This design comes from an exercise in tuning for small area and a short achievable clock period on the open sky130 flow, not from production work. At most, simulation tests tie the RTL to the original design; equivalence was not proved. Function not checked in runs 1 and 2: the RTL went through the layout flow alone. Power figures rest on the tool's default switching activity, not on a simulated workload.

===== flow/run.sh =====
#!/bin/bash
# Standard layout, with the port buffers made of buf_2 instead of the flow's
# default choice (a slow delay buffer). Each tool's full log is under
# orfs/logs/; make's own output goes to make.log.
set -euo pipefail
bash standard.sh "BUFFER_PORTS_ARGS=-buffer_cell sky130_fd_sc_hd__buf_2" finish > make.log 2>&1

===== standard.sh =====
#!/bin/bash
# synth_recipe.tcl (not shown) runs the flow's synth.tcl, then flattens the netlist and writes it again
# the make line also repeats each setting of config.mk as NAME=value (left out here)
make -C /OpenROAD-flow-scripts/flow DESIGN_CONFIG=/design/flow/config.mk WORK_HOME=/design/flow/orfs CLKGATE_MAP_FILE= SYNTH_SCRIPT=/design/flow/synth_recipe.tcl "${@:-finish}"

===== config.mk =====
export PLATFORM = sky130hd
export DESIGN_NAME = EEE_IMGPROC
export DESIGN_NICKNAME = EEE_IMGPROC
export VERILOG_FILES = /design/flow/design.v
export SDC_FILE = /design/flow/constraint.sdc
export NUM_CORES = 4
export LEC_CHECK = 0
export ABC_AREA = 1
export CAP_MARGIN = 20
export CORE_MARGIN = 2
export CORE_UTILIZATION = 40
export CTS_BUF_LIST = sky130_fd_sc_hd__clkbuf_4
export SLEW_MARGIN = 20

===== constraint.sdc =====
create_clock -name core_clock -period 30.0 [get_ports {clk}]
set_input_delay 6.0000 -clock core_clock [delete_from_list [all_inputs] [get_ports {clk}]]
set_output_delay 6.0000 -clock core_clock [all_outputs]
set_load 0.01 [all_outputs]

===== design.v =====
module STREAM_REG(ready_out, valid_out, data_out, ready_in, valid_in, data_in, clk, rst_n);
	input clk, rst_n;
	input ready_in, valid_in;
	input [DATA_WIDTH-1:0] data_in;
	output ready_out, valid_out;
	output reg [DATA_WIDTH-1:0] data_out;
	parameter DATA_WIDTH = 26;
	reg data_valid, ready_in_d;
	always@(posedge clk) begin
		if (~rst_n) begin
			data_out <= 1'b0;
			data_valid <= 0;
			ready_in_d <= 0;
			end
		else begin
			ready_in_d <= ready_in;
			if (valid_in & (~data_valid | ready_in_d)) begin
				data_out <= data_in;
				data_valid <= 1;
				end
			else if (ready_in_d) begin
				data_valid <= 0;
				end
			end
	end
	assign ready_out = (~data_valid & ~valid_in) | ready_in;
	assign valid_out = ready_in_d & data_valid;
endmodule
module MSG_FIFO (
	clock,
	sclr,
	wpos,
	right,
	bottom,
	left_pink,
	top_pink,
	rdreq,
	empty,
	q,
	usedw);
	input         clock;
	input         sclr;
	input  [3:0]  wpos;
	input  [9:0]  right;
	input  [10:0] bottom;
	input  [9:0]  left_pink;
	input  [10:0] top_pink;
	input         rdreq;
	output        empty;
	output [31:0] q;
	output [5:0]  usedw;
	reg [9:0]  rmem [0:10];
	reg [10:0] bmem [0:10];
	reg [9:0]  lmem [0:2];
	reg [10:0] tmem [0:2];
	reg [3:0] rw, bw;
	reg [1:0] lw, tw;
	reg [10:0] rr, br;	 
	reg [2:0] lr, tr;
	reg [3:0] hpos;
	reg [5:0] count;
	function [1:0] kind;
		input [3:0] p;
		case (p)
			4'd2, 4'd5, 4'd8, 4'd11, 4'd14: kind = 2'd1;
			4'd3, 4'd6, 4'd9, 4'd12, 4'd15: kind = 2'd2;
			default:                        kind = 2'd0;
		endcase
	endfunction
	function [2:0] msg_id;
		input [3:0] p;
		case (p)
			4'd1:    msg_id = 3'd1;
			4'd4:    msg_id = 3'd2;
			4'd7:    msg_id = 3'd3;
			4'd10:   msg_id = 3'd4;
			default: msg_id = 3'd5;
		endcase
	endfunction
	function [3:0] inc11;
		input [3:0] p;
		inc11 = (p == 4'd10) ? 4'd0 : {p[3] ^ (&p[2:0]), p[2] ^ (&p[1:0]), p[1] ^ p[0], ~p[0]};
	endfunction
	function [1:0] inc3;
		input [1:0] p;
		inc3 = {p[0], ~p[1] & ~p[0]};
	endfunction
	function [5:0] updown6;
		input [5:0] a;
		input dn;
		integer i;
		reg c;
		begin
			c = 1'b1;
			for (i = 0; i < 6; i = i + 1) begin
				updown6[i] = a[i] ^ c;
				c = (a[i] ^ dn) & c;
			end
		end
	endfunction
	wire [1:0] wkind = kind(wpos);
	wire [1:0] hkind = kind(hpos);
	wire wpink = (wpos == 4'd14) | (wpos == 4'd15);
	wire hpink = (hpos == 4'd14) | (hpos == 4'd15);
	wire full = (count == 6'd32);
	assign empty = (count == 6'd0);
	wire do_rd = rdreq & ~empty;
	wire do_wr = (wpos != 4'd0) & ~full;
	wire wr_r = do_wr & (wkind == 2'd1);
	wire wr_b = do_wr & (wkind == 2'd2);
	wire rd_r = do_rd & (hkind == 2'd1);
	wire rd_b = do_rd & (hkind == 2'd2);
	reg [9:0]  lo_x, hi_x;
	reg [10:0] lo_y, hi_y;
	integer i;
	always @(*) begin
		lo_x = 10'h0;
		lo_y = 11'h0;
		for (i = 0; i < 11; i = i + 1) begin
			lo_x = lo_x | (rmem[i] & {10{rr[i]}});
			lo_y = lo_y | (bmem[i] & {11{br[i]}});
		end
		hi_x = 10'h0;
		hi_y = 11'h0;
		for (i = 0; i < 3; i = i + 1) begin
			hi_x = hi_x | (lmem[i] & {10{lr[i] & hpink}});
			hi_y = hi_y | (tmem[i] & {11{tr[i] & hpink}});
		end
	end
	assign q = empty ? 32'h0 :
	           (hkind == 2'd1) ? {6'b0, hi_x, 6'b0, lo_x} :
	           (hkind == 2'd2) ? {5'b0, hi_y, 5'b0, lo_y} :
	           {16'hFFFF, 13'b0, msg_id(hpos)};
	assign usedw = count;
	always @(posedge clock) begin
		if (wr_r) rmem[rw] <= right;
		if (wr_b) bmem[bw] <= bottom;
		if (wr_r & wpink) lmem[lw] <= left_pink;
		if (wr_b & wpink) tmem[tw] <= top_pink;
	end
	always @(posedge clock) begin
		if (sclr) begin
			rw <= 4'd0;
			rr <= 11'd1;
			bw <= 4'd0;
			br <= 11'd1;
			lw <= 2'd0;
			lr <= 3'd1;
			tw <= 2'd0;
			tr <= 3'd1;
			count <= 6'h0;
		end
		else begin
			if (wr_r) rw <= inc11(rw);
			if (wr_b) bw <= inc11(bw);
			if (rd_r) rr <= {rr[9:0], rr[10]};
			if (rd_b) br <= {br[9:0], br[10]};
			if (wr_r & wpink) lw <= inc3(lw);
			if (wr_b & wpink) tw <= inc3(tw);
			if (rd_r & hpink) lr <= {lr[1:0], lr[2]};
			if (rd_b & hpink) tr <= {tr[1:0], tr[2]};
			if (do_wr != do_rd) count <= updown6(count, do_rd);
		end
	end
	always @(posedge clock) begin
		if (empty) hpos <= wpos;
		else if (do_rd) hpos <= (hpos == 4'd15) ? 4'd1 : {hpos[3] ^ (&hpos[2:0]), hpos[2] ^ (&hpos[1:0]), hpos[1] ^ hpos[0], ~hpos[0]};
	end
endmodule
module PIXEL_PROC(
    input       [7:0]   red,
    input       [7:0]   green,
    input       [7:0]   blue,
    output reg  [2:0]   pixel_classification     
);
function ge8;     
    input [7:0] a, b;
    integer i;
    reg c;
    begin
        c = 1'b1;
        for (i = 0; i < 8; i = i + 1)
            c = (a[i] & ~b[i]) | ((a[i] | ~b[i]) & c);
        ge8 = c;
    end
endfunction
function [7:0] sub8;     
    input [7:0] a, b;
    integer i;
    reg c;
    begin
        c = 1'b1;
        for (i = 0; i < 8; i = i + 1) begin
            sub8[i] = a[i] ^ ~b[i] ^ c;
            c = (a[i] & ~b[i]) | ((a[i] | ~b[i]) & c);
        end
    end
endfunction
function ge16;     
    input [15:0] a, b;
    integer i;
    reg c;
    begin
        c = 1'b1;
        for (i = 0; i < 16; i = i + 1)
            c = (a[i] & ~b[i]) | ((a[i] | ~b[i]) & c);
        ge16 = c;
    end
endfunction
function [15:0] add16;
    input [15:0] a, b;
    integer i;
    reg c;
    begin
        c = 1'b0;
        for (i = 0; i < 16; i = i + 1) begin
            add16[i] = a[i] ^ b[i] ^ c;
            c = (a[i] & b[i]) | ((a[i] | b[i]) & c);
        end
    end
endfunction
function [15:0] sub16;
    input [15:0] a, b;
    integer i;
    reg c;
    begin
        c = 1'b1;
        for (i = 0; i < 16; i = i + 1) begin
            sub16[i] = a[i] ^ ~b[i] ^ c;
            c = (a[i] & ~b[i]) | ((a[i] | ~b[i]) & c);
        end
    end
endfunction
wire r_g = ~ge8(green, red);
wire r_b = ~ge8(blue, red);
wire g_b = ~ge8(blue, green);
reg [7:0] mx, mn, md;
always @(*) begin
    case ({r_g, r_b, g_b})
    3'b000:  begin mx = blue;  mn = red;   md = green; end
    3'b001:  begin mx = green; mn = red;   md = blue;  end
    3'b011:  begin mx = green; mn = blue;  md = red;   end
    3'b100:  begin mx = blue;  mn = green; md = red;   end
    3'b110:  begin mx = red;   mn = green; md = blue;  end
    default: begin mx = red;   mn = blue;  md = green; end    
    endcase
end
wire [7:0] t = sub8(md, mn);     
wire [7:0] m = sub8(mx, mn);     
wire [15:0] T = {8'b0, t};
wire [15:0] M = {8'b0, m};
wire [15:0] t20 = add16(T << 4, T << 2);
wire [15:0] m9  = add16(M << 3, M);
wire [15:0] t10 = add16(T << 3, T << 1);
wire [15:0] m7  = sub16(M << 3, M);
wire [15:0] t15 = sub16(T << 4, T);
wire [15:0] m13 = sub16(sub16(M << 4, M << 1), M);
wire [15:0] m3  = add16(M << 1, M);
wire [15:0] t6  = add16(T << 2, T << 1);
wire [15:0] m5  = add16(M << 2, M);
wire [15:0] t60 = sub16(T << 6, T << 2);
wire [15:0] m53 = sub16(sub16(sub16(M << 6, M << 3), M << 1), M);
wire [15:0] m31 = sub16(M << 5, M);
reg [7:0] t60s;
always @(*) begin
    case (t[2:0])
        3'd0:    t60s = 8'd0;
        3'd1:    t60s = 8'd60;
        3'd2:    t60s = 8'd120;
        3'd3:    t60s = 8'd180;
        default: t60s = 8'd240;
    endcase
end
wire q_eq0  = (t[7:2] == 6'd0 || t == 8'd4) && ~ge8(t60s, m);    
wire q_le26 = ~ge16(t20, m9);     
wire q_ge42 = ge16(t10, m7);      
wire q_le51 = ~ge16(t15, m13);    
wire q_ge18 = ge16(t10, m3);      
wire q_le49 = ~ge16(t6, m5);      
wire q_le52 = ~ge16(t60, m53);    
wire q_ge1  = ~q_eq0;
wire q_le30 = ~ge16(t60, m31);    
wire [15:0] X = {8'b0, mx};
wire [15:0] x69 = add16(add16(X << 6, X << 2), X);
wire [15:0] x29 = sub16(sub16(X << 5, X << 1), X);
wire [15:0] x55 = sub16(sub16(X << 6, X << 3), X);
wire [15:0] x9  = add16(X << 3, X);
wire [15:0] x31 = sub16(X << 5, X);
wire s_gt68 = ge16({m, 8'b0}, x69);
wire s_gt57 = ge16({1'b0, m, 7'b0}, x29);     
wire s_gt54 = ge16({m, 8'b0}, x55);
wire s_gt35 = ge16({2'b0, m, 6'b0}, x9);      
wire s_gt30 = ge16({m, 8'b0}, x31);
wire sec111 = r_g & r_b & g_b;
wire sec110 = r_g & r_b & ~g_b;
wire sec100 = r_g & ~r_b & ~g_b;
wire sec011 = ~r_g & r_b & g_b;
wire sec001 = ~r_g & ~r_b & g_b;
wire sec000 = ~r_g & ~r_b & ~g_b;
wire is_red    = ((sec111 & q_le26) | (sec110 & q_eq0)) & s_gt68 & (mx > 8'd24);
wire is_yellow = sec011 & q_ge42 & q_le51 & s_gt57 & (mx > 8'd65);
wire is_green  = sec001 & q_ge18 & q_le49 & s_gt54 & (mx > 8'd23);
wire is_blue   = ((sec000 & q_le52) | (sec100 & q_eq0)) & s_gt35 & (mx > 8'd1);
wire is_pink   = sec111 & q_ge1 & q_le30 & s_gt30 & (mx > 8'd58);
always @(*) begin
    if (is_red)         pixel_classification = 3'h1;
    else if (is_yellow) pixel_classification = 3'h2;
    else if (is_green)  pixel_classification = 3'h3;
    else if (is_blue)   pixel_classification = 3'h4;
    else if (is_pink)   pixel_classification = 3'h5;
    else                pixel_classification = 3'h0;
end
endmodule
module AVER_FILTER(
	input                         clk,
	input                         rst,
	input                         valid,
	input                         packet_video,
	input        [7:0]            r_in,
	input        [7:0]            g_in,
	input        [7:0]            b_in,
	input                         x_lt2,
	output reg   [7:0]            r_out,
	output reg   [7:0]            g_out,
	output reg   [7:0]            b_out
);
reg [23:0] prev_pixel [1:0];
function [9:0] add3;
	input [7:0] a, b, c;
	reg [7:0] sm, cy;
	reg [9:0] u, v;
	reg k;
	integer i;
	begin
		sm = a ^ b ^ c;
		cy = (a & b) | (a & c) | (b & c);
		u = {2'b0, sm};
		v = {1'b0, cy, 1'b0};
		k = 1'b0;
		for (i = 0; i < 10; i = i + 1) begin
			add3[i] = u[i] ^ v[i] ^ k;
			k = (u[i] & v[i]) | ((u[i] | v[i]) & k);
		end
	end
endfunction
function [7:0] avg3;
	input [7:0] a, b, c;
	reg [9:0] s;
	reg [1:0] r;
	reg [2:0] v;
	integer i;
	begin
		s = add3(a, b, c);
		r = 2'd0;
		avg3 = 8'd0;
		for (i = 9; i >= 0; i = i - 1) begin
			v = {r, s[i]};
			if (i < 8) avg3[i] = (v >= 3'd3);
			r = (v >= 3'd3) ? v - 3'd3 : v[1:0];
		end
	end
endfunction
always @(posedge clk) begin
	if (packet_video & valid) begin
		prev_pixel[1] <= prev_pixel[0];
		prev_pixel[0] <= {r_in,g_in,b_in};
	end
end
always @(posedge clk) begin
	if (~rst) begin
		{r_out,g_out,b_out} <= 24'h0;
	end
	else if (~packet_video) begin
		r_out <= r_in;
		g_out <= g_in;
		b_out <= b_in;
	end
	else if (valid) begin
		if (x_lt2) begin
			{r_out,g_out,b_out} <= 24'b0;
		end
		else begin
			r_out <= avg3(r_in, prev_pixel[0][23:16], prev_pixel[1][23:16]);
			g_out <= avg3(g_in, prev_pixel[0][15:8], prev_pixel[1][15:8]);
			b_out <= avg3(b_in, prev_pixel[0][7:0], prev_pixel[1][7:0]);
		end
	end
end
endmodule
module EEE_IMGPROC(
	clk,
	reset_n,
	s_chipselect,
	s_read,
	s_write,
	s_readdata,
	s_writedata,
	s_address,
	sink_data,
	sink_valid,
	sink_ready,
	sink_sop,
	sink_eop,
	source_data,
	source_valid,
	source_ready,
	source_sop,
	source_eop,
	mode
);
input	clk;
input	reset_n;
input							s_chipselect;
input							s_read;
input							s_write;
output	reg	[31:0]				s_readdata;
input	[31:0]					s_writedata;
input	[2:0]					s_address;
input	[23:0]            		sink_data;
input							sink_valid;
output							sink_ready;
input							sink_sop;
input							sink_eop;
output	[23:0]			  	   	source_data;
output							source_valid;
input							source_ready;
output							source_sop;
output							source_eop;
input                         	mode;
function lt10;     
	input [9:0] a, b;
	integer i;
	reg c;
	begin
		c = 1'b0;
		for (i = 0; i < 10; i = i + 1)
			c = (~a[i] & b[i]) | (~(a[i] ^ b[i]) & c);
		lt10 = c;
	end
endfunction
function lt11;     
	input [10:0] a, b;
	integer i;
	reg c;
	begin
		c = 1'b0;
		for (i = 0; i < 11; i = i + 1)
			c = (~a[i] & b[i]) | (~(a[i] ^ b[i]) & c);
		lt11 = c;
	end
endfunction
function [10:0] inc11;
	input [10:0] a;
	integer i;
	reg c;
	begin
		c = 1'b1;
		for (i = 0; i < 11; i = i + 1) begin
			inc11[i] = a[i] ^ c;
			c = a[i] & c;
		end
	end
endfunction
function [7:0] dec8;
	input [7:0] a;
	integer i;
	reg b;
	begin
		b = 1'b1;
		for (i = 0; i < 8; i = i + 1) begin
			dec8[i] = a[i] ^ b;
			b = ~a[i] & b;
		end
	end
endfunction
parameter IMAGE_W = 10'd640;
parameter IMAGE_H = 11'd480;
parameter MESSAGE_BUF_MAX = 32;
parameter MSG_INTERVAL = 20;
parameter BB_COL_DEFAULT = 24'h00ff00;
wire [7:0]   red, green, blue;		 
wire         sop, eop, in_valid, out_ready;
reg [9:0]  x;
reg [10:0] y;
reg packet_video;
always@(posedge clk) begin
	if (~reset_n) begin
		x <= 10'h0;
		y <= 11'h0;
		packet_video <= 1'b0;
	end
	else if (sop) begin
		x <= 10'h0;
		y <= 11'h0;
		packet_video <= (blue[3:0] == 4'h0);
	end
	else if (in_valid) begin
		if (x == IMAGE_W-1) begin
			x <= 10'h0;
			y <= inc11(y);
		end
		else begin
			x <= inc11({1'b0, x});
		end
	end
end
wire [7:0] f_r, f_g, f_b;
AVER_FILTER af(
	.clk(clk),
	.rst(reset_n),
	.valid(in_valid),
	.packet_video(packet_video),
	.r_in(red),
	.g_in(green),
	.b_in(blue),
	.x_lt2(x[9:1] == 9'h0),
	.r_out(f_r),
	.g_out(f_g),
	.b_out(f_b)
);
wire [2:0] class_f;
reg  [2:0] class_d1, class_d2, pixel_classification;
PIXEL_PROC pixel_proc(
	.red(f_b),
	.green(f_g),
	.blue(f_r),
	.pixel_classification(class_f)
);
always @(posedge clk) begin
	if (~reset_n) begin
		class_d1 <= 3'h0;
		class_d2 <= 3'h0;
		pixel_classification <= 3'h0;
	end
	else begin
		class_d1 <= class_f;
		class_d2 <= class_d1;
		pixel_classification <= class_d2;
	end
end
wire c_red    = (pixel_classification == 3'h1);
wire c_yellow = (pixel_classification == 3'h2);
wire c_green  = (pixel_classification == 3'h3);
wire c_blue   = (pixel_classification == 3'h4);
wire c_pink   = (pixel_classification == 3'h5);
reg [9:0]  x_max_red, x_max_yellow, x_max_green, x_max_blue, x_max_pink, x_min_pink;
reg [10:0] y_max_red, y_max_yellow, y_max_green, y_max_blue, y_max_pink, y_min_pink;
wire box_clear = ~reset_n | (sop & in_valid);
always@(posedge clk) begin
	if (box_clear) begin
		{x_max_red,x_max_yellow,x_max_green,x_max_blue,x_max_pink} <= 0;
		{y_max_red,y_max_yellow,y_max_green,y_max_blue,y_max_pink} <= 0;
		x_min_pink <= IMAGE_W-10'h1;
		y_min_pink <= IMAGE_H-11'h1;
	end
	else begin
		if (c_red) begin
			if (lt10(x_max_red, x)) x_max_red <= x;
			y_max_red <= y;
		end
		if (c_yellow) begin
			if (lt10(x_max_yellow, x)) x_max_yellow <= x;
			y_max_yellow <= y;
		end
		if (c_green) begin
			if (lt10(x_max_green, x)) x_max_green <= x;
			y_max_green <= y;
		end
		if (c_blue) begin
			if (lt10(x_max_blue, x)) x_max_blue <= x;
			y_max_blue <= y;
		end
		if (c_pink) begin
			if (lt10(x, x_min_pink)) x_min_pink <= x;
			if (lt10(x_max_pink, x)) x_max_pink <= x;
			if (lt11(y, y_min_pink)) y_min_pink <= y;
			y_max_pink <= y;
		end
	end
end
reg [9:0]  right_red, right_yellow, right_green, right_blue, right_pink, left_pink;
reg [10:0] bottom_red, bottom_yellow, bottom_green, bottom_blue, bottom_pink, top_pink;
reg [3:0] msg_state;
reg [7:0] frame_count;
wire [5:0] msg_buf_size;
wire frame_end = eop & in_valid & packet_video;
always@(posedge clk) begin
	if (~reset_n) begin
		{right_red,right_yellow,right_green,right_blue,right_pink,left_pink} <= 60'h0;
		{bottom_red,bottom_yellow,bottom_green,bottom_blue,bottom_pink,top_pink} <= 66'h0;
	end
	else if (frame_end) begin
		right_red <= x_max_red;       bottom_red <= y_max_red;
		right_yellow <= x_max_yellow; bottom_yellow <= y_max_yellow;
		right_green <= x_max_green;   bottom_green <= y_max_green;
		right_blue <= x_max_blue;     bottom_blue <= y_max_blue;
		right_pink <= x_max_pink;     bottom_pink <= y_max_pink;
		left_pink <= x_min_pink;      top_pink <= y_min_pink;
	end
end
always@(posedge clk) begin
	if (~reset_n) begin
		frame_count <= 8'h0;
		msg_state <= 4'h0;
	end
	else begin
		if (frame_end) begin
			frame_count <= dec8(frame_count);
			if (frame_count == 8'h0 && ~msg_buf_size[5] && (~msg_buf_size[4] || msg_buf_size[3:1] == 3'b000)) begin
				msg_state <= 4'h1;
				frame_count <= MSG_INTERVAL-1;
			end
		end
		if (msg_state != 4'h0) msg_state <= {msg_state[3] ^ (&msg_state[2:0]), msg_state[2] ^ (&msg_state[1:0]), msg_state[1] ^ msg_state[0], ~msg_state[0]};
	end
end
reg [9:0]  msg_right;
reg [10:0] msg_bottom;
always @(*) begin
	case (msg_state)
		4'd1, 4'd2, 4'd3:    begin msg_right = right_red;    msg_bottom = bottom_red;    end
		4'd4, 4'd5, 4'd6:    begin msg_right = right_yellow; msg_bottom = bottom_yellow; end
		4'd7, 4'd8, 4'd9:    begin msg_right = right_green;  msg_bottom = bottom_green;  end
		4'd10, 4'd11, 4'd12: begin msg_right = right_blue;   msg_bottom = bottom_blue;   end
		default:             begin msg_right = right_pink;   msg_bottom = bottom_pink;   end
	endcase
end
wire [31:0] msg_buf_out;
wire msg_buf_rd, msg_buf_flush, msg_buf_empty;
MSG_FIFO MSG_FIFO_inst (
	.clock (clk),
	.sclr (~reset_n | msg_buf_flush),
	.wpos (msg_state),
	.right (msg_right),
	.bottom (msg_bottom),
	.left_pink (left_pink),
	.top_pink (top_pink),
	.rdreq (msg_buf_rd),
	.empty (msg_buf_empty),
	.q (msg_buf_out),
	.usedw (msg_buf_size)
);
wire x0 = (x == 10'h0);
wire y0 = (y == 11'h0);
wire on_yellow = x0 | y0 | (x == right_yellow) | (y == bottom_yellow);
wire on_green  = x0 | y0 | (x == right_green)  | (y == bottom_green);
wire on_blue   = x0 | y0 | (x == right_blue)   | (y == bottom_blue);
wire on_pink   = (x == left_pink) | (x == right_pink) | (y == top_pink) | (y == bottom_pink);
wire on_red    = x0 | y0 | (x == right_red)    | (y == bottom_red);
reg [2:0] ov;	 
always @(*) begin
	if (on_yellow)     ov = 3'b110;
	else if (on_green) ov = 3'b010;
	else if (on_blue)  ov = 3'b001;
	else if (on_pink)  ov = 3'b101;
	else if (on_red)   ov = 3'b100;
	else case (pixel_classification)
		3'h1:    ov = 3'b100;
		3'h2:    ov = 3'b110;
		3'h3:    ov = 3'b010;
		3'h4:    ov = 3'b001;
		3'h5:    ov = 3'b101;
		default: ov = 3'b000;
	endcase
end
wire overlay_on = mode & ~sop & packet_video;
wire [7:0] red_out   = overlay_on ? {8{ov[2]}} : red;
wire [7:0] green_out = overlay_on ? {8{ov[1]}} : green;
wire [7:0] blue_out  = overlay_on ? {8{ov[0]}} : blue;
STREAM_REG #(.DATA_WIDTH(26)) in_reg (
	.clk(clk),
	.rst_n(reset_n),
	.ready_out(sink_ready),
	.valid_out(in_valid),
	.data_out({red,green,blue,sop,eop}),
	.ready_in(out_ready),
	.valid_in(sink_valid),
	.data_in({sink_data,sink_sop,sink_eop})
);
STREAM_REG #(.DATA_WIDTH(26)) out_reg (
	.clk(clk),
	.rst_n(reset_n),
	.ready_out(out_ready),
	.valid_out(source_valid),
	.data_out({source_data,source_sop,source_eop}),
	.ready_in(source_ready),
	.valid_in(in_valid),
	.data_in({red_out, green_out, blue_out, sop, eop})
);
reg [7:0]  reg_status;
reg [23:0] bb_col;
always @ (posedge clk) begin
	if (~reset_n) begin
		reg_status <= 8'b0;
		bb_col <= BB_COL_DEFAULT;
	end
	else if (s_chipselect & s_write) begin
		if (s_address == 3'd0) reg_status <= s_writedata[7:0];
		if (s_address == 3'd3) bb_col <= s_writedata[23:0];
	end
end
assign msg_buf_flush = s_chipselect & s_write & (s_address == 3'd0) & s_writedata[4];
reg read_d;
always @ (posedge clk) begin
	if (~reset_n) begin
		s_readdata <= 32'b0;
	end
	else if (s_chipselect & s_read) begin
		case (s_address)
			3'd0: s_readdata <= {16'b0, 2'b0, msg_buf_size, reg_status};
			3'd1: s_readdata <= msg_buf_out;
			3'd2: s_readdata <= 32'h1234EEE2;
			3'd3: s_readdata <= {8'h0, bb_col};
			default: ;
		endcase
	end
end
always @ (posedge clk) read_d <= s_read;
assign msg_buf_rd = s_chipselect & s_read & ~read_d & ~msg_buf_empty & (s_address == 3'd1);
endmodule

==> implementation parameters, run 1 <==
Parameter                              Value

Logic synthesis
  Post-Synthesis Cell Area    43,400 sq um
  Post-Synthesis Net Count    5,316
  Most frequent cells after synthesis    nand2_1, inv_1, dfxtp_1
  Sequential area share after synthesis    0.464
  Main area contributors after synthesis    edfxtp_1, dfxtp_1, nand2_1, ha_1, fa_1
  Share of async-settable or async-resettable flops after synthesis    0
  Register bit count reported by yosys    833
  Number of flops mapped to enable cells by yosys    346
  Area share of the leading cell type in the synthesized netlist    0.240
  Warnings from Yosys    6
  Top FF cell, synth    dfxtp_1
  Dominant cell type by area after synthesis    edfxtp_1
  Most instantiated library cell after synthesis    nand2_1
  Synthesized area divided by synthesized cell count    8.85 sq um
  Count of mapped cells out of synthesis    4,900
  Count of cell types in the netlist    71

Routing
  TritonRoute pass-1 iters    6
  Vias per cell    5.21
  Post-route antenna net violation count    0
  Average detailed-routed wire length per instance    17.8 um
  Overall via count from detail_route    34,742
  Number of violations reported at the end of detailed-routing iteration 0    2,412
  WL final    119 mm
  Detailed-route DRC error count    0

Placed design
  Cell Area, Placed    45,300 sq um
  Global placement routability congestion    0.863
  DP HPWL    80.9 mm
  Quantity of I/O buffers inserted on ports    120

Final layout
  Share of cells above drive strength 1    0.127
  Syn-to-layout area delta    11.3%
  # fillers    10,422
  Post-route cell area    48,300 sq um
  Total Nets Final    5,487

STA
  Setup total negative slack    0 ns
  Post-route clock skew    0.109 ns
  Slew HR    0.251
  Unrepaired setup endpoints after global routing    false
  Final setup viols    0
  Final min period    12.45 ns
  Max Freq    0.0803 GHz
  Fin crit share    0.415
  Actual transition at the worst max-transition pin    1.12 ns
  Max-slew violation count    0
  Endpoints failing hold    0

Critical path
  Critical path fanouts, max    2
  Worst path buffer plus inverter count    2
  Critical path's largest stage delay    0.14 ns
  WP data required    24.00 ns
  Reg2reg end    class_d1[2]$_SDFF_PP0_
  Sort of element at the end of the critical path    primary output
  Category of the critical setup timing path    input port to primary output
  WP data arrival    6.45 ns
  CP Launch Type    input port
  Critical Path Slowest Stage Cell    buf_2
  Cells on worst reg2reg path    42
  CP top delay family    buffers and inverters
  Critical Path Most Common Cell    buf_2
  R2R setup slack    21.29 ns
  Launch point of the worst reg-to-reg path    af.r_out[1]$_SDFFE_PN0P_
  Cell chain of the critical path    buf_2 -> nor2_1 -> o21ai_0 -> buf_2

Die
  Number of I/O pins    129
  Std-Cell Core Area    107,000 sq um
  Initial Utilization    0.404
  Overall die height    333 um
  Die Width    333 um
  FP Rows    120
  Area of the die    111,000 sq um

Hold path
  Worst min-delay path startpoint    class_d2[2]$_SDFF_PN0_
  Number of cells on the worst hold path    2
  Hold crit path type    register to register
  Destination of the worst hold path    pixel_classification[2]$_SDFF_PN0_

Power and ir drop
  Max rail drop VDD    0.104 mV
  Static Leakage    20.1 nW
  Total power per unit cell area    104 nW/um^2

CTS
  Maximum root-to-sink buffer count    3
  Buffer cell driving the clock tree root    clkbuf_4
  Number of buffers created by CTS    218
  Clock tree from TritonCTS    yes
  Number of gates resized after CTS    0
  Latest clock arrival within the worst-skew pair    1.12 ns
  Clk sinks    833
  Number of buffers inserted for hold repair after clock tree synthesis    0
  Depth of the CTS H-tree    4
  Clock transition time at the flip-flop clock pins of the worst setup and hold paths    0.07 ns
  Number of post-CTS setup repair buffers    0

Run status
  Run status    finished clean

Global route
  Global route overflow    0
  Met1 demand-to-capacity share in global routing    0.281
  Met3 Track Usage GR    0.0324
  Pin count of the biggest net entering global routing    95
  Total global routing track utilization    0.213
  Via count of the first global-routing pass    33,773
  Met2 Resource Use GR    0.356
  First-pass GRT wire length    187 mm
  Most Crowded Layer GR    met2
  Initial antenna violation count    2

Job
  Max Cap Viol    0
## power by group
| part | total [mW] | internal [mW] | switching, mW |
|---|---|---|---|
| combinational | 2.78 | 1.06 | 1.72 |
| sequential | 1.23 | 1.21 | 0.0247 |
| clock | 1.02 | 0.534 | 0.483 |
## worst max path at each step
| stage | from | end | slack [ns] | cells after the start |
|---|---|---|---|---|
| floorplan | sink_valid | sink_ready | 17.73 | 1 |
| CTS | source_ready | sink_ready | 17.53 | 4 |
| finish | source_ready | sink_ready | 17.55 | 4 |
| global route | source_ready | sink_ready | 17.46 | 4 |
| detailed placement | source_ready | sink_ready | 17.53 | 4 |
| global placement | source_ready | sink_ready | 17.55 | 4 |
## routing by layer
metal  vias up  share of wire  wire length (um)
met1     16446           0.45             53900
met2       892           0.47             56200
met5         -              0                 0
li1      17212              -                 -
met3       192          0.049              5810
met4         0          0.022              2610
## through the flow
step | total power [mW] | setup slack, ns | util | hold slack [ns] | std cells
5_1_grt | 5.58 | 17.46 | 0.450 | 0.429 | 6661
3_3_place_gp | 3.99 | 17.55 | 0.422 | 0.394 | 6253
4_1_cts | 5.06 | 17.53 | 0.449 | 0.412 | 6656
3_5_place_dp | 4.02 | 17.53 | 0.422 | 0.397 | 6253
6_report | 5.03 | 17.55 | 0.450 | 0.406 | 6663
2_1_floorplan | 3.43 | 17.73 | - | 0.390 | 4900
## layout by cell type (no fill, tap or decap), types with 37 or more instances in the layout
| cell | netlist | final |
|---|---|---|
| o21ai_0 | 437 | 436 |
| nand3_1 | 138 | 138 |
| nand2_1 | 852 | 851 |
| a21oi_1 | 405 | 405 |
| nor2_1 | 368 | 361 |
| fa_1 | 113 | 113 |
| clkinv_1 | 11 | 49 |
| inv_1 | 539 | 536 |
| ha_1 | 234 | 234 |
| nand4_1 | 54 | 54 |
| buf_2 | 8 | 119 |
| edfxtp_1 | 346 | 346 |
| clkbuf_4 | 0 | 345 |
| buf_4 | 6 | 60 |
| a221oi_1 | 82 | 82 |
| dfxtp_1 | 487 | 487 |
| xor2_1 | 83 | 83 |
| a31oi_1 | 38 | 38 |
| nor3_1 | 41 | 37 |
| o22ai_1 | 75 | 75 |
## sequential cells by signal (all words and copies together), names as in the netlist, 26 cells and up
name	cells
MSG_FIFO_inst.bmem	121
MSG_FIFO_inst.rmem	110
af.prev_pixel	48
MSG_FIFO_inst.tmem	33
MSG_FIFO_inst.lmem	30
s_readdata	29
in_reg.data_out	26
out_reg.data_out	26
## cell families after synthesis
kind of cell / share of synthesized area
and+or+nand+nor: 0.150
AOI/OAI and AO/OA: 0.168
DFF: 0.464
buffers and inverters: 0.0715
adders and majority gates: 0.121
xor gates and xnor gates: 0.0241
muxes: 0.000779
## worst reg2reg max path: cells and delay by family, from the launching register on
family,cells,cell delay [ns]
simple gates,17,1.50
xor+xnor,1,0.17
fa+ha+maj,13,3.92
flops,1,0.50
compound gates,7,1.41
buf+inv,4,1.10
## cell type report
cell class	count	area, sq um	share of cell area
antenna	6	15.0	0.000311
clock buffer	345	2590	0.0537
clock inverter	58	330	0.00684
inverter	578	2170	0.0450
multi-input combinational	3260	20200	0.419
sequential	833	20100	0.417
tap	1403	1760	0.0364
timing repair buffer	180	1060	0.0219
==> inputs of run 2 (changes only) <==
--- a/config.mk
+++ b/config.mk
@@ -10,4 +10,4 @@
 export CORE_MARGIN = 2
 export CORE_UTILIZATION = 40
-export CTS_BUF_LIST = sky130_fd_sc_hd__clkbuf_4
+export CTS_BUF_LIST = sky130_fd_sc_hd__clkbuf_8
 export SLEW_MARGIN = 20
==> run 2 against run 1 <==
Against the previous run:
- still clean
- power shrank 0.92%
- utilization shrank 0.22 points
- critical path depth is the same
- sequential power is essentially flat
- register-to-register slack gained 0.04 ns
- sequential share of layout area grew 0.21 points
- worst setup slack lost 0.0016 ns
- synthesized area is the same
- final cell count shrank 2.3%
- clock power shrank 5%
- largest power group unchanged
- highest routed layer is now met5
==> implementation parameters, run 2 <==
Parameter                              Value

CTS
  Clk sinks    833 (unchanged)
  Number of post-CTS setup repair buffers    0 (unchanged)
  Buffer cell driving the clock tree root    clkbuf_8 (was clkbuf_4)
  Depth of the CTS H-tree    4 (unchanged)
  Number of gates resized after CTS    0 (unchanged)
  Number of buffers created by CTS    142 (was 218)
  Latest clock arrival within the worst-skew pair    0.83 ns (was 1.12 ns)
  Clock transition time at the flip-flop clock pins of the worst setup and hold paths    0.06 ns (was 0.07 ns)
  Maximum root-to-sink buffer count    3 (unchanged)
  Number of buffers inserted for hold repair after clock tree synthesis    0 (unchanged)
  Clock tree from TritonCTS    yes (unchanged)

Critical path
  Sort of element at the end of the critical path    primary output (unchanged)
  CP Launch Type    input port (unchanged)
  Critical path fanouts, max    2 (unchanged)
  Critical path's largest stage delay    0.14 ns (about the same)
  WP data arrival    6.46 ns (was 6.45 ns)
  Reg2reg end    class_d1[2]$_SDFF_PP0_ (unchanged)
  R2R setup slack    21.33 ns (was 21.29 ns)
  Cell chain of the critical path    buf_2 -> nor2_1 -> o21ai_0 -> buf_2 (unchanged)
  Critical Path Slowest Stage Cell    buf_2 (unchanged)
  Origin of the worst setup path    source_ready (unchanged)
  Category of the critical setup timing path    input port to primary output (unchanged)
  Launch point of the worst reg-to-reg path    af.r_out[1]$_SDFFE_PN0P_ (unchanged)
  Critical Path Most Common Cell    buf_2 (unchanged)
  Cells on worst reg2reg path    42 (unchanged)
  WP data required    24.00 ns (about the same)

Die
  FP Rows    120 (unchanged)
  Area of the die    111,000 sq um (unchanged)
  Overall die height    333 um (unchanged)
  Number of I/O pins    129 (unchanged)
  Die Width    333 um (unchanged)
  Std-Cell Core Area    107,000 sq um (unchanged)
  Initial Utilization    0.404 (unchanged)

Global route
  Global route overflow    0 (unchanged)
  Total global routing track utilization    0.212 (was 0.213)
  Via count of the first global-routing pass    33,134 (was 33,773)
  Initial antenna violation count    2 (unchanged)
  Pin count of the biggest net entering global routing    95 (unchanged)
  First-pass GRT wire length    187 mm (about the same)

Logic synthesis
  Area share of xor/xnor cells in the synthesized design    0.0241 (unchanged)
  Register bit count reported by yosys    833 (unchanged)
  Number of flops mapped to enable cells by yosys    346 (unchanged)
  Most frequent cells after synthesis    nand2_1, inv_1, dfxtp_1 (unchanged)
  Top FF cell, synth    dfxtp_1 (unchanged)
  Post-Synthesis Net Count    5,316 (unchanged)
  Warnings from Yosys    6 (unchanged)
  Most instantiated library cell after synthesis    nand2_1 (unchanged)
  Portion of netlist area occupied by mux cells    0.000779 (unchanged)
  Area share of the leading cell type in the synthesized netlist    0.240 (unchanged)
  Count of mapped cells out of synthesis    4,900 (unchanged)
  Simple-gate share of the synthesized area    0.150 (unchanged)
  Post-Synthesis Cell Area    43,400 sq um (unchanged)
  Count of cell types in the netlist    71 (unchanged)
  Dominant combinational cell family by area after synthesis    compound AO/OA/AOI/OAI gates (unchanged)
  Share of async-settable or async-resettable flops after synthesis    0 (unchanged)
  Main area contributors after synthesis    edfxtp_1, dfxtp_1, nand2_1, ha_1, fa_1 (unchanged)
  Compound-cell area share of the yosys netlist    0.168 (unchanged)
  Sequential area share after synthesis    0.464 (unchanged)
  Dominant cell type by area after synthesis    edfxtp_1 (unchanged)
  Synthesized area divided by synthesized cell count    8.85 sq um (unchanged)
  Area share of fa/ha/maj cells after synthesis    0.121 (unchanged)

STA
  Max-slew violation count    0 (unchanged)
  Slew HR    0.246 (was 0.251)
  Final setup viols    0 (unchanged)
  Fin crit share    0.415 (about the same)
  Endpoints failing hold    0 (unchanged)
  Actual transition at the worst max-transition pin    1.13 ns (was 1.12 ns)
  Final min period    12.46 ns (was 12.45 ns)
  Setup total negative slack    0 ns (unchanged)
  Final Hold Slack    0.407 ns (was 0.406 ns)
  Unrepaired setup endpoints after global routing    false (unchanged)
  Post-route clock skew    0.0593 ns (was 0.109 ns)
  Max Freq    0.0803 GHz (about the same)

Placed design
  Quantity of I/O buffers inserted on ports    120 (unchanged)
  Global placement routability congestion    0.863 (unchanged)
  DP HPWL    80.9 mm (unchanged)
  Cell Area, Placed    45,300 sq um (unchanged)

Final layout
  Post-route cell area    48,000 sq um (was 48,300 sq um)
  # fillers    10,372 (was 10,422)
  Share of cells above drive strength 1    0.0934 (was 0.127)
  Most common cell after layout, fill and taps aside    nand2_1 (unchanged)
  Largest register FFs    121 (unchanged)
  Total Nets Final    5,413 (was 5,487)
  Area taken by multi-input logic gates    20,200 sq um (about the same)
  Sequential cell area    20,100 sq um (unchanged)
  Top library cells by usage in the layout, fill and taps aside    nand2_1, inv_1, dfxtp_1 (unchanged)
  Syn-to-layout area delta    10.7% (was 11.3%)
  Registers with the most flip-flops    MSG_FIFO_inst.bmem x121, MSG_FIFO_inst.rmem x110, af.prev_pixel x48 (unchanged)
  Top reg by flops    MSG_FIFO_inst.bmem (unchanged)

Power and ir drop
  Share of power burned in combinational logic    0.558 (was 0.553)
  Max rail drop VDD    0.105 mV (was 0.104 mV)
  Static Leakage    20.0 nW (was 20.1 nW)
  Fraction of power consumed by the clock network    0.195 (was 0.202)
  Switching share of power    0.444 (was 0.443)
  Total power per unit cell area    104 nW/um^2 (about the same)
  Sequential fraction of design power    0.247 (was 0.245)
  Psw    2.21 mW (was 2.22 mW)
  Total internal power    2.77 mW (was 2.80 mW)

Routing
  Vias per cell    5.29 (was 5.21)
  Overall via count from detail_route    34,428 (was 34,742)
  Number of violations reported at the end of detailed-routing iteration 0    2,145 (was 2,412)
  WL final    118 mm (was 119 mm)
  Post-route antenna net violation count    0 (unchanged)
  TritonRoute pass-1 iters    6 (unchanged)
  Average detailed-routed wire length per instance    18.2 um (was 17.8 um)
  Detailed-route DRC error count    0 (unchanged)

Hold path
  Worst min-delay path startpoint    class_d2[1]$_SDFF_PN0_ (was class_d2[2]$_SDFF_PN0_)
  Destination of the worst hold path    pixel_classification[1]$_SDFF_PN0_ (was pixel_classification[2]$_SDFF_PN0_)
  Hold crit path type    register to register (unchanged)
  Number of cells on the worst hold path    2 (unchanged)

Job
  Max Cap Viol    0 (unchanged)

Run status
  Run status    finished clean (unchanged)
==> run 2: cells by family after synthesis <==
kind of cell,count (synthesis)
XOR/XNOR,117
adder cells (fa/ha/maj),352
AND/OR/NAND/NOR,1545
flip-flops,833
buffers and inverters,807
multiplexers,3
AO/OA/AOI/OAI,1243
==> run 2: worst max path at each step <==
stage | to | depth (start not counted)
global placement | sink_ready | 4
finish | sink_ready | 4
global route | sink_ready | 4
floorplan | sink_ready | 1
detailed placement | sink_ready | 4
CTS | sink_ready | 4
==> run 2: through the flow <==
| step | utilization | worst slack (ns) | std cells | power (mW) |
|---|---|---|---|---|
| floorplan | - | 17.73 | 4900 | 3.43 |
| CTS | 0.447 | 17.53 | 6506 | 5.01 |
| finish | 0.447 | 17.54 | 6510 | 4.98 |
| global placement | 0.422 | 17.55 | 6253 | 3.99 |
| global route | 0.447 | 17.46 | 6510 | 5.52 |
| detailed placement | 0.422 | 17.53 | 6253 | 4.02 |
==> run 2: layout make-up <==
cell class | count | share of cell area
diodes | 1 | 0.0000521
clock buffers | 157 | 0.0450
clock inverters | 96 | 0.0108
inverters | 578 | 0.0452
multi-input cells | 3260 | 0.421
flip-flops and latches | 833 | 0.419
well taps | 1403 | 0.0365
repair buffers | 182 | 0.0224
==> run 2: worst max-delay path: cells and delay by family <==
family	cells	cell delay (ns)
buffers and inverters	2	0.24
AND/OR/NAND/NOR	1	0.12
AO/OA/AOI/OAI	1	0.09
==> run 2: power by group through the flow <==
stage | registers, mW | clock network, mW | logic, mW
after CTS | 1.23 | 0.992 | 2.79
after global placement | 1.25 | 0 | 2.74
after detailed placement | 1.25 | 0 | 2.77
after floorplan | 1.25 | 0 | 2.18
final | 1.23 | 0.971 | 2.78
after global routing | 1.23 | 1.04 | 3.24
==> run 2: routing by layer <==
metal	track usage	up-vias	part of all wire
li1	-	16918	-
met1	0.281	16369	0.45
met2	0.355	942	0.47
met3	0.0320	197	0.052
met4	0.0668	2	0.024
met5	0	-	0.00014
==> inputs of run 3 (changes only) <==
--- a/design.v
+++ b/design.v
@@ -435,5 +435,5 @@
 		c = 1'b0;
 		for (i = 0; i < 10; i = i + 1)
-			c = (~a[i] & b[i]) | (~(a[i] ^ b[i]) & c);
+			c = (~a[i] & b[i]) | ((~a[i] | b[i]) & c);
 		lt10 = c;
 	end
@@ -446,5 +446,5 @@
 		c = 1'b0;
 		for (i = 0; i < 11; i = i + 1)
-			c = (~a[i] & b[i]) | (~(a[i] ^ b[i]) & c);
+			c = (~a[i] & b[i]) | ((~a[i] | b[i]) & c);
 		lt11 = c;
 	end
@@ -702,18 +702,24 @@
 assign msg_buf_flush = s_chipselect & s_write & (s_address == 3'd0) & s_writedata[4];
 reg read_d;
+reg [26:0] rd_low;
+reg rd_msg_id, rd_chip_id;
 always @ (posedge clk) begin
 	if (~reset_n) begin
-		s_readdata <= 32'b0;
-	end
-	else if (s_chipselect & s_read) begin
-		case (s_address)
-			3'd0: s_readdata <= {16'b0, 2'b0, msg_buf_size, reg_status};
-			3'd1: s_readdata <= msg_buf_out;
-			3'd2: s_readdata <= 32'h1234EEE2;
-			3'd3: s_readdata <= {8'h0, bb_col};
-			default: ;
+		rd_low <= 27'b0;
+		rd_msg_id <= 1'b0;
+		rd_chip_id <= 1'b0;
+	end
+	else if (s_chipselect & s_read & ~s_address[2]) begin
+		rd_msg_id <= (s_address[1:0] == 2'd1) & msg_buf_out[31];
+		rd_chip_id <= (s_address[1:0] == 2'd2);
+		case (s_address[1:0])
+			2'd0: rd_low <= {11'b0, 2'b0, msg_buf_size, reg_status};
+			2'd1: rd_low <= msg_buf_out[26:0];
+			2'd2: rd_low <= 27'h234EEE2;
+			2'd3: rd_low <= {3'h0, bb_col};
 		endcase
 	end
 end
+always @(*) s_readdata = {{3{rd_msg_id}}, rd_msg_id | rd_chip_id, rd_msg_id, rd_low};
 always @ (posedge clk) read_d <= s_read;
 assign msg_buf_rd = s_chipselect & s_read & ~read_d & ~msg_buf_empty & (s_address == 3'd1);
--- a/config.mk
+++ b/config.mk
@@ -8,6 +8,7 @@
 export ABC_AREA = 1
 export CAP_MARGIN = 20
-export CORE_MARGIN = 2
-export CORE_UTILIZATION = 40
-export CTS_BUF_LIST = sky130_fd_sc_hd__clkbuf_8
+export CORE_AREA = 2 2 331.27 331.27
+export CTS_CLUSTER_DIAMETER = 100
+export CTS_CLUSTER_SIZE = 30
+export DIE_AREA = 0 0 333.27 333.27
 export SLEW_MARGIN = 20
==> run 3 against run 2 <==
Against the previous run:
- worst setup slack worse by 0.016 ns
- clock power down about 40%
- worst hold slack better by 0.011 ns
- register-to-register slack worse by 1.1 ns
- global-route usage down 0.84 points
- sequential power about the same
- sequential share of layout area up 2.3 points
- combinational power up 42%
- die area unchanged
- fmax down 0.13%
- utilization down 2.3 points
- wire length down 2.7%
- critical path type unchanged
==> implementation parameters, run 3 <==
Parameter                              Value

Die
  FP Rows    120 (unchanged)
  Die Width    333 um (unchanged)
  Initial Utilization    0.397 (was 0.404)
  Area of the die    111,000 sq um (unchanged)
  Overall die height    333 um (unchanged)
  Std-Cell Core Area    107,000 sq um (unchanged)
  Number of I/O pins    129 (unchanged)

Power and ir drop
  Switching share of power    0.489 (was 0.444)
  Max rail drop VDD    0.183 mV (was 0.105 mV)
  Total power per unit cell area    126 nW/um^2 (was 104 nW/um^2)
  Total internal power    2.94 mW (was 2.77 mW)
  Fraction of power consumed by the clock network    0.102 (was 0.195)
  Static Leakage    18.3 nW (was 20.0 nW)
  Share of power burned in combinational logic    0.685 (was 0.558)
  Overall power    5.76 mW (was 4.98 mW)
  Psw    2.82 mW (was 2.21 mW)
  Sequential fraction of design power    0.213 (was 0.247)

CTS
  Clock tree from TritonCTS    yes (unchanged)
  Clk sinks    833 (unchanged)
  Maximum root-to-sink buffer count    3 (unchanged)
  Depth of the CTS H-tree    2 (was 4)
  Clock transition time at the flip-flop clock pins of the worst setup and hold paths    0.10 ns (was 0.06 ns)
  Buffer cell driving the clock tree root    clkbuf_16 (was clkbuf_8)
  Latest clock arrival within the worst-skew pair    0.64 ns (was 0.83 ns)
  Number of buffers inserted for hold repair after clock tree synthesis    0 (unchanged)
  Number of post-CTS setup repair buffers    0 (unchanged)
  Number of gates resized after CTS    0 (unchanged)
  Number of buffers created by CTS    34 (was 142)

Routing
  TritonRoute pass-1 iters    6 (unchanged)
  Detailed-route DRC error count    0 (unchanged)
  Post-route antenna net violation count    0 (unchanged)
  Average detailed-routed wire length per instance    18.5 um (was 18.2 um)
  Overall via count from detail_route    33,370 (was 34,428)
  WL final    115 mm (was 118 mm)
  Number of violations reported at the end of detailed-routing iteration 0    2,713 (was 2,145)
  Vias per cell    5.36 (was 5.29)

Final layout
  Most common cell after layout, fill and taps aside    nand2_1 (unchanged)
  Share of cells above drive strength 1    0.0688 (was 0.0934)
  Registers with the most flip-flops    MSG_FIFO_inst.bmem x121, MSG_FIFO_inst.rmem x110, af.prev_pixel x48 (unchanged)
  Post-route insts no fill    6,227 (was 6,510)
  Syn-to-layout area delta    6.93% (was 10.7%)
  Top reg by flops    MSG_FIFO_inst.bmem (unchanged)
  Final core utilization    0.424 (was 0.447)
  # fillers    10,570 (was 10,372)
  Top library cells by usage in the layout, fill and taps aside    nand2_1, dfxtp_1, o21ai_0 (was nand2_1, inv_1, dfxtp_1)
  Post-route cell area    45,600 sq um (was 48,000 sq um)
  Largest register FFs    121 (unchanged)
  Total Nets Final    5,151 (was 5,413)

Job
  Max Cap Viol    0 (unchanged)

Placed design
  Total placed cells including tap cells    6,166 (was 6,253)
  Global placement routability congestion    0.874 (was 0.863)
  Quantity of I/O buffers inserted on ports    120 (unchanged)
  Cell Area, Placed    44,500 sq um (was 45,300 sq um)
  DP HPWL    79.9 mm (was 80.9 mm)

Logic synthesis
  Main area contributors after synthesis    edfxtp_1, dfxtp_1, nand2_1, o21ai_0, fa_1 (was edfxtp_1, dfxtp_1, nand2_1, ha_1, fa_1)
  Count of mapped cells out of synthesis    4,830 (was 4,900)
  Top FF cell, synth    dfxtp_1 (unchanged)
  Warnings from Yosys    6 (unchanged)
  Most frequent cells after synthesis    nand2_1, dfxtp_1, o21ai_0 (was nand2_1, inv_1, dfxtp_1)
  Dominant cell type by area after synthesis    edfxtp_1 (unchanged)
  Post-Synthesis Net Count    5,182 (was 5,316)
  Sequential area share after synthesis    0.473 (was 0.464)
  Post-Synthesis Cell Area    42,600 sq um (was 43,400 sq um)
  Most instantiated library cell after synthesis    nand2_1 (unchanged)
  Number of flops mapped to enable cells by yosys    346 (unchanged)
  Synthesized area divided by synthesized cell count    8.82 sq um (was 8.85 sq um)
  Share of async-settable or async-resettable flops after synthesis    0 (unchanged)
  Area share of the leading cell type in the synthesized netlist    0.244 (was 0.240)
  Register bit count reported by yosys    833 (unchanged)
  Count of cell types in the netlist    71 (unchanged)

Global route
  Global route overflow    0 (unchanged)
  Met3 Track Usage GR    0.0277 (was 0.0320)
  Total global routing track utilization    0.204 (was 0.212)
  Pin count of the biggest net entering global routing    97 (was 95)
  First-pass GRT wire length    180 mm (was 187 mm)
  Initial antenna violation count    0 (was 2)
  Most Crowded Layer GR    met2 (unchanged)
  Met1 demand-to-capacity share in global routing    0.279 (was 0.281)
  Via count of the first global-routing pass    31,335 (was 33,134)
  Met2 Resource Use GR    0.337 (was 0.355)

Critical path
  Worst path buffer plus inverter count    2 (unchanged)
  Category of the critical setup timing path    input port to primary output (unchanged)
  WP data required    24.00 ns (about the same)
  WP data arrival    6.47 ns (was 6.46 ns)
  CP top delay family    buffers and inverters (unchanged)
  Critical Path Slowest Stage Cell    buf_2 (unchanged)
  Sort of element at the end of the critical path    primary output (unchanged)
  CP Launch Type    input port (unchanged)
  Critical path fanouts, max    2 (unchanged)
  Cell chain of the critical path    buf_2 -> nor2_1 -> o21ai_0 -> buf_2 (unchanged)
  Critical Path Most Common Cell    buf_2 (unchanged)
  Critical path's largest stage delay    0.15 ns (was 0.14 ns)

STA
  Fin crit share    0.416 (was 0.415)
  Slew HR    0.270 (was 0.246)
  Max-slew violation count    0 (unchanged)
  Post-route clock skew    0.0511 ns (was 0.0593 ns)
  Actual transition at the worst max-transition pin    1.09 ns (was 1.13 ns)
  Max Freq    0.0802 GHz (was 0.0803 GHz)
  Final min period    12.47 ns (was 12.46 ns)
  Setup total negative slack    0 ns (unchanged)
  Unrepaired setup endpoints after global routing    false (unchanged)
  Final setup viols    0 (unchanged)
  Endpoints failing hold    0 (unchanged)

Hold path
  Hold crit path type    register to register (unchanged)

Run status
  Run status    finished clean (unchanged)
## run 3: tightest hold or removal path: cells and delay by family, from the launching register on
| family | cells | cell delay, ns |
|---|---|---|
| buf+inv | 1 | 0.04 |
| simple gates | 1 | 0.04 |
| flops | 1 | 0.32 |
## run 3: cell families after synthesis
| kind of cell | share of synthesized area |
|---|---|
| AND/OR/NAND/NOR | 0.159 |
| AO/OA/AOI/OAI | 0.171 |
| flip-flops | 0.473 |
| buffers and inverters | 0.0672 |
| adder cells (fa/ha/maj) | 0.104 |
| XOR/XNOR | 0.0248 |
| multiplexers | 0.000793 |
## run 3: worst paths after layout
check | startpoint | to | slack, ns | cells past startpoint
worst max-delay path | source_ready | sink_ready | 17.53 | 4
worst min-delay path | class_d1[1]$_SDFF_PP0_ | class_d2[1]$_SDFF_PN0_ | 0.42 | 2
worst max register to register | af.g_out[0]$_SDFFE_PN0P_ | class_d1[2]$_SDFF_PP0_ | 20.23 | 42
worst min register to register | class_d1[1]$_SDFF_PP0_ | class_d2[1]$_SDFF_PN0_ | 0.42 | 2
## run 3: stage by stage
| stage | hold WS (ns) | worst slack, ns |
|---|---|---|
| 2_1_floorplan | 0.390 | 17.73 |
| 6_report | 0.419 | 17.53 |
| 4_1_cts | 0.422 | 17.52 |
| 3_5_place_dp | 0.398 | 17.52 |
| 5_1_grt | 0.433 | 17.50 |
| 3_3_place_gp | 0.393 | 17.54 |
## run 3: layout make-up
class	count	area [sq um]	area share
tap	1403	1760	0.0385
inverter	507	1900	0.0418
antenna	1	2.50	0.0000549
timing repair buffer	171	990	0.0217
multi-input combinational	3252	19700	0.433
clock inverter	8	109	0.00239
clock buffer	52	918	0.0202
sequential	833	20100	0.442
## run 3: power groups by stage
stage	logic [mW]	clock network (mW)	registers (mW)
after floorplan	3.09	0	1.25
after global placement	3.88	0	1.25
after detailed placement	3.93	0	1.25
after CTS	3.95	0.598	1.23
after global routing	4.53	0.635	1.23
final	3.95	0.585	1.23
## run 3: metal layers
| layer | up-vias | part of all wire |
|---|---|---|
| met3 | 134 | 0.057 |
| met1 | 15945 | 0.45 |
| met4 | 0 | 0.025 |
| met2 | 834 | 0.46 |
| li1 | 16457 | - |
| met5 | - | 0 |
==> inputs of run 4 (changes only) <==
==> flow/run.sh (replaced) <==
#!/bin/bash
# Standard layout, with the port buffers made of buf_2 instead of the flow's
# default choice (a slow delay buffer), and clock tree synthesis without
# dummy loads. Each tool's full log is under orfs/logs/; make's own output
# goes to make.log.
set -euo pipefail
bash standard.sh "BUFFER_PORTS_ARGS=-buffer_cell sky130_fd_sc_hd__buf_2" \
  "CTS_ARGS=-sink_clustering_enable -repair_clock_nets -sink_clustering_size 30 -sink_clustering_max_diameter 100 -dont_use_dummy_load" \
  finish > make.log 2>&1
==> run 4 against run 3 <==
Against the previous run:
- worst setup slack gained 0.0030 ns
- clock-buffer cell count down 18
- non-clock buffer count did not move
- sequential share of layout area up 0.17 points
- clock skew increased by 0.061 ns
- still clean
- critical path type unchanged
- register-to-register slack got worse by 0.03 ns
- highest routed layer unchanged
- synthesized area did not move
- fmax is essentially flat
- flip-flop and latch count did not move
==> implementation parameters, run 4 <==
Parameter                              Value

CTS
  Maximum root-to-sink buffer count    3 (unchanged)
  Depth of the CTS H-tree    2 (unchanged)
  Number of buffers inserted for hold repair after clock tree synthesis    0 (unchanged)
  Number of buffers created by CTS    34 (unchanged)
  Buffer cell driving the clock tree root    clkbuf_16 (unchanged)
  Clk sinks    833 (unchanged)
  Clock tree from TritonCTS    yes (unchanged)
  Latest clock arrival within the worst-skew pair    0.64 ns (about the same)
  Clock transition time at the flip-flop clock pins of the worst setup and hold paths    0.07 ns (was 0.10 ns)
  Number of gates resized after CTS    0 (unchanged)
  Number of post-CTS setup repair buffers    0 (unchanged)

Global route
  Pin count of the biggest net entering global routing    97 (unchanged)
  Initial antenna violation count    0 (unchanged)
  First-pass GRT wire length    180 mm (about the same)
  Via count of the first global-routing pass    31,319 (was 31,335)
  Global route overflow    0 (unchanged)
  Total global routing track utilization    0.203 (was 0.204)

Routing
  WL final    115 mm (about the same)
  TritonRoute pass-1 iters    6 (unchanged)
  Average detailed-routed wire length per instance    18.6 um (was 18.5 um)
  Vias per cell    5.38 (was 5.36)
  Number of violations reported at the end of detailed-routing iteration 0    2,678 (was 2,713)
  Post-route antenna net violation count    0 (unchanged)
  Detailed-route DRC error count    0 (unchanged)
  Overall via count from detail_route    33,342 (was 33,370)

STA
  Fin crit share    0.416 (about the same)
  Actual transition at the worst max-transition pin    1.10 ns (was 1.09 ns)
  Slew HR    0.259 (was 0.270)
  Final setup viols    0 (unchanged)
  Post-route worst setup slack    17.53 ns (about the same)
  Max-slew violation count    0 (unchanged)
  Unrepaired setup endpoints after global routing    false (unchanged)
  Setup total negative slack    0 ns (unchanged)
  Post-route clock skew    0.112 ns (was 0.0511 ns)
  Endpoints failing hold    0 (unchanged)
  Final min period    12.47 ns (about the same)
  Max Freq    0.0802 GHz (about the same)

Critical path
  Critical path's largest stage delay    0.15 ns (about the same)
  Sort of element at the end of the critical path    primary output (unchanged)
  Reg2reg end    class_d1[2]$_SDFF_PP0_ (unchanged)
  Critical path fanouts, max    2 (unchanged)
  Cell chain of the critical path    buf_2 -> nor2_1 -> o21ai_0 -> buf_2 (unchanged)
  CP Launch Type    input port (unchanged)
  Critical Path Most Common Cell    buf_2 (unchanged)
  Critical Path Slowest Stage Cell    buf_2 (unchanged)
  Cells on worst reg2reg path    42 (unchanged)
  R2R setup slack    20.20 ns (was 20.23 ns)
  WP data arrival    6.47 ns (about the same)
  Launch point of the worst reg-to-reg path    af.g_out[0]$_SDFFE_PN0P_ (unchanged)
  Origin of the worst setup path    source_ready (unchanged)
  WP data required    24.00 ns (about the same)
  Category of the critical setup timing path    input port to primary output (unchanged)
  End point of the critical path    sink_ready (unchanged)

Logic synthesis
  Share of async-settable or async-resettable flops after synthesis    0 (unchanged)
  Synthesized area divided by synthesized cell count    8.82 sq um (unchanged)
  Main area contributors after synthesis    edfxtp_1, dfxtp_1, nand2_1, o21ai_0, fa_1 (unchanged)
  Area share of the leading cell type in the synthesized netlist    0.244 (unchanged)
  Most instantiated library cell after synthesis    nand2_1 (unchanged)
  Count of mapped cells out of synthesis    4,830 (unchanged)
  Dominant cell type by area after synthesis    edfxtp_1 (unchanged)
  Post-Synthesis Net Count    5,182 (unchanged)
  Warnings from Yosys    6 (unchanged)
  Register bit count reported by yosys    833 (unchanged)
  Number of flops mapped to enable cells by yosys    346 (unchanged)
  Most frequent cells after synthesis    nand2_1, dfxtp_1, o21ai_0 (unchanged)
  Top FF cell, synth    dfxtp_1 (unchanged)
  Post-Synthesis Cell Area    42,600 sq um (unchanged)
  Sequential area share after synthesis    0.473 (unchanged)
  Count of cell types in the netlist    71 (unchanged)

Final layout
  Most common cell after layout, fill and taps aside    nand2_1 (unchanged)
  Top library cells by usage in the layout, fill and taps aside    nand2_1, dfxtp_1, o21ai_0 (unchanged)
  Syn-to-layout area delta    6.51% (was 6.93%)
  Post-route cell area    45,400 sq um (was 45,600 sq um)
  Share of cells above drive strength 1    0.0680 (was 0.0688)
  Total Nets Final    5,151 (unchanged)
  Registers with the most flip-flops    MSG_FIFO_inst.bmem x121, MSG_FIFO_inst.rmem x110, af.prev_pixel x48 (unchanged)
  Largest register FFs    121 (unchanged)
  Top reg by flops    MSG_FIFO_inst.bmem (unchanged)

Power and ir drop
  Overall power    5.72 mW (was 5.76 mW)
  Static Leakage    18.2 nW (was 18.3 nW)
  Max rail drop VDD    0.183 mV (about the same)
  Total power per unit cell area    126 nW/um^2 (about the same)

Placed design
  Quantity of I/O buffers inserted on ports    120 (unchanged)
  Global placement routability congestion    0.874 (unchanged)
  DP HPWL    79.9 mm (unchanged)
  Setup WS pre-CTS    17.52 ns (unchanged)
  Cell Area, Placed    44,500 sq um (unchanged)

Die
  Overall die height    333 um (unchanged)
  FP Rows    120 (unchanged)
  Die Width    333 um (unchanged)
  Std-Cell Core Area    107,000 sq um (unchanged)
  Number of I/O pins    129 (unchanged)
  Area of the die    111,000 sq um (unchanged)
  Initial Utilization    0.397 (unchanged)

Hold path
  Hold crit path type    register to register (unchanged)
  Worst min-delay path startpoint    class_d1[1]$_SDFF_PP0_ (unchanged)

Run status
  Run status    finished clean (unchanged)

Job
  Max Cap Viol    0 (unchanged)
==> run 4: cell families (layout without fill, tap and decap cells) <==
| logic type | after synthesis | in the layout | share of synthesized area |
|---|---|---|---|
| xor gates and xnor gates | 120 | 120 | 0.0248 |
| DFF | 833 | 833 | 0.473 |
| and+or+nand+nor | 1605 | 1605 | 0.159 |
| muxes | 3 | 3 | 0.000793 |
| adders and majority gates | 289 | 289 | 0.104 |
| AOI/OAI and AO/OA | 1235 | 1235 | 0.171 |
| other | 0 | 1 | 0 |
| buffers and inverters | 745 | 712 | 0.0672 |
==> run 4: power breakdown <==
part	internal (mW)	total [mW]	switching, mW
clock	0.206	0.546	0.339
combinational	1.52	3.95	2.43
sequential	1.20	1.23	0.0262
total	2.93	5.72	2.80
==> run 4: layout make-up <==
class / instances / area (sq um)
Fill cell: 10583 / 62000
Sequential cell: 833 / 20100
Multi-Input combinational cell: 3252 / 19700
Inverter: 507 / 1900
Tap cell: 1403 / 1760
Timing Repair Buffer: 171 / 990
Clock buffer: 34 / 851
Antenna cell: 1 / 2.50
==> run 4: layer usage <==
| layer | GRT usage | vias up | part of all wire |
|---|---|---|---|
| met2 | 0.336 | 846 | 0.46 |
| met4 | 0.0541 | 0 | 0.025 |
| met5 | 0 | - | 0 |
| li1 | - | 16427 | - |
| met1 | 0.279 | 15934 | 0.46 |
| met3 | 0.0277 | 135 | 0.057 |
==> run 4: metrics by stage <==
| step | util | instances | hold WS (ns) |
|---|---|---|---|
| 2_1_floorplan | - | 4830 | 0.390 |
| 3_3_place_gp | 0.415 | 6166 | 0.393 |
| 3_5_place_dp | 0.415 | 6166 | 0.398 |
| 4_1_cts | 0.423 | 6200 | 0.417 |
| 5_1_grt | 0.423 | 6200 | 0.430 |
| 6_report | 0.423 | 6201 | 0.413 |
==> run 4: worst min path at each step <==
stage / to / slack [ns] / cells past startpoint
3_5_place_dp: class_d2[1]$_SDFF_PN0_ / 0.40 / 2
6_report: class_d2[1]$_SDFF_PN0_ / 0.41 / 2
5_1_grt: pixel_classification[1]$_SDFF_PN0_ / 0.43 / 2
3_3_place_gp: pixel_classification[2]$_SDFF_PN0_ / 0.39 / 2
4_1_cts: class_d2[1]$_SDFF_PN0_ / 0.42 / 2
2_1_floorplan: class_d2[0]$_SDFF_PN0_ / 0.39 / 2
==> run 4: critical path: cells and delay by family <==
| family | cells | cell delay [ns] |
|---|---|---|
| AOI/OAI and AO/OA | 1 | 0.10 |
| and+or+nand+nor | 1 | 0.12 |
| buffers and inverters | 2 | 0.25 |

-- re-timing with driven ports --
How much do the figures lean on ideal ports? The routed layouts below were timed once more, with nothing changed but the port constraints. Step 1 (the two cells are an assumption about what drives the block):
set clk [get_ports {clk}]
set_driving_cell -lib_cell sky130_fd_sc_hd__clkbuf_16 $clk
set_driving_cell -lib_cell sky130_fd_sc_hd__buf_2 [delete_from_list [all_inputs] $clk]
Step 2 also shifts input and output timing later by t, the mid clock arrival at the registers, as if the neighbouring blocks saw the same clock. a / b / c = ideal / step 1 / step 2; a / b = the first two.
run	t (ns)	setup slack, ns	worst data-port slew with drivers (ns)
run 1	1.148	17.545 / 17.524 / 17.524	0.10
run 2	0.865	17.544 / 17.523 / 17.523	0.10
run 3	0.681	17.527 / 17.506 / 17.506	0.10
run 4	0.653	17.530 / 17.508 / 17.508	0.09
After both steps setup and hold are still met in every run listed. The setup slack of run 4, which loses most, moves by -0.022 ns with the drivers and by -0.022 ns with both steps.
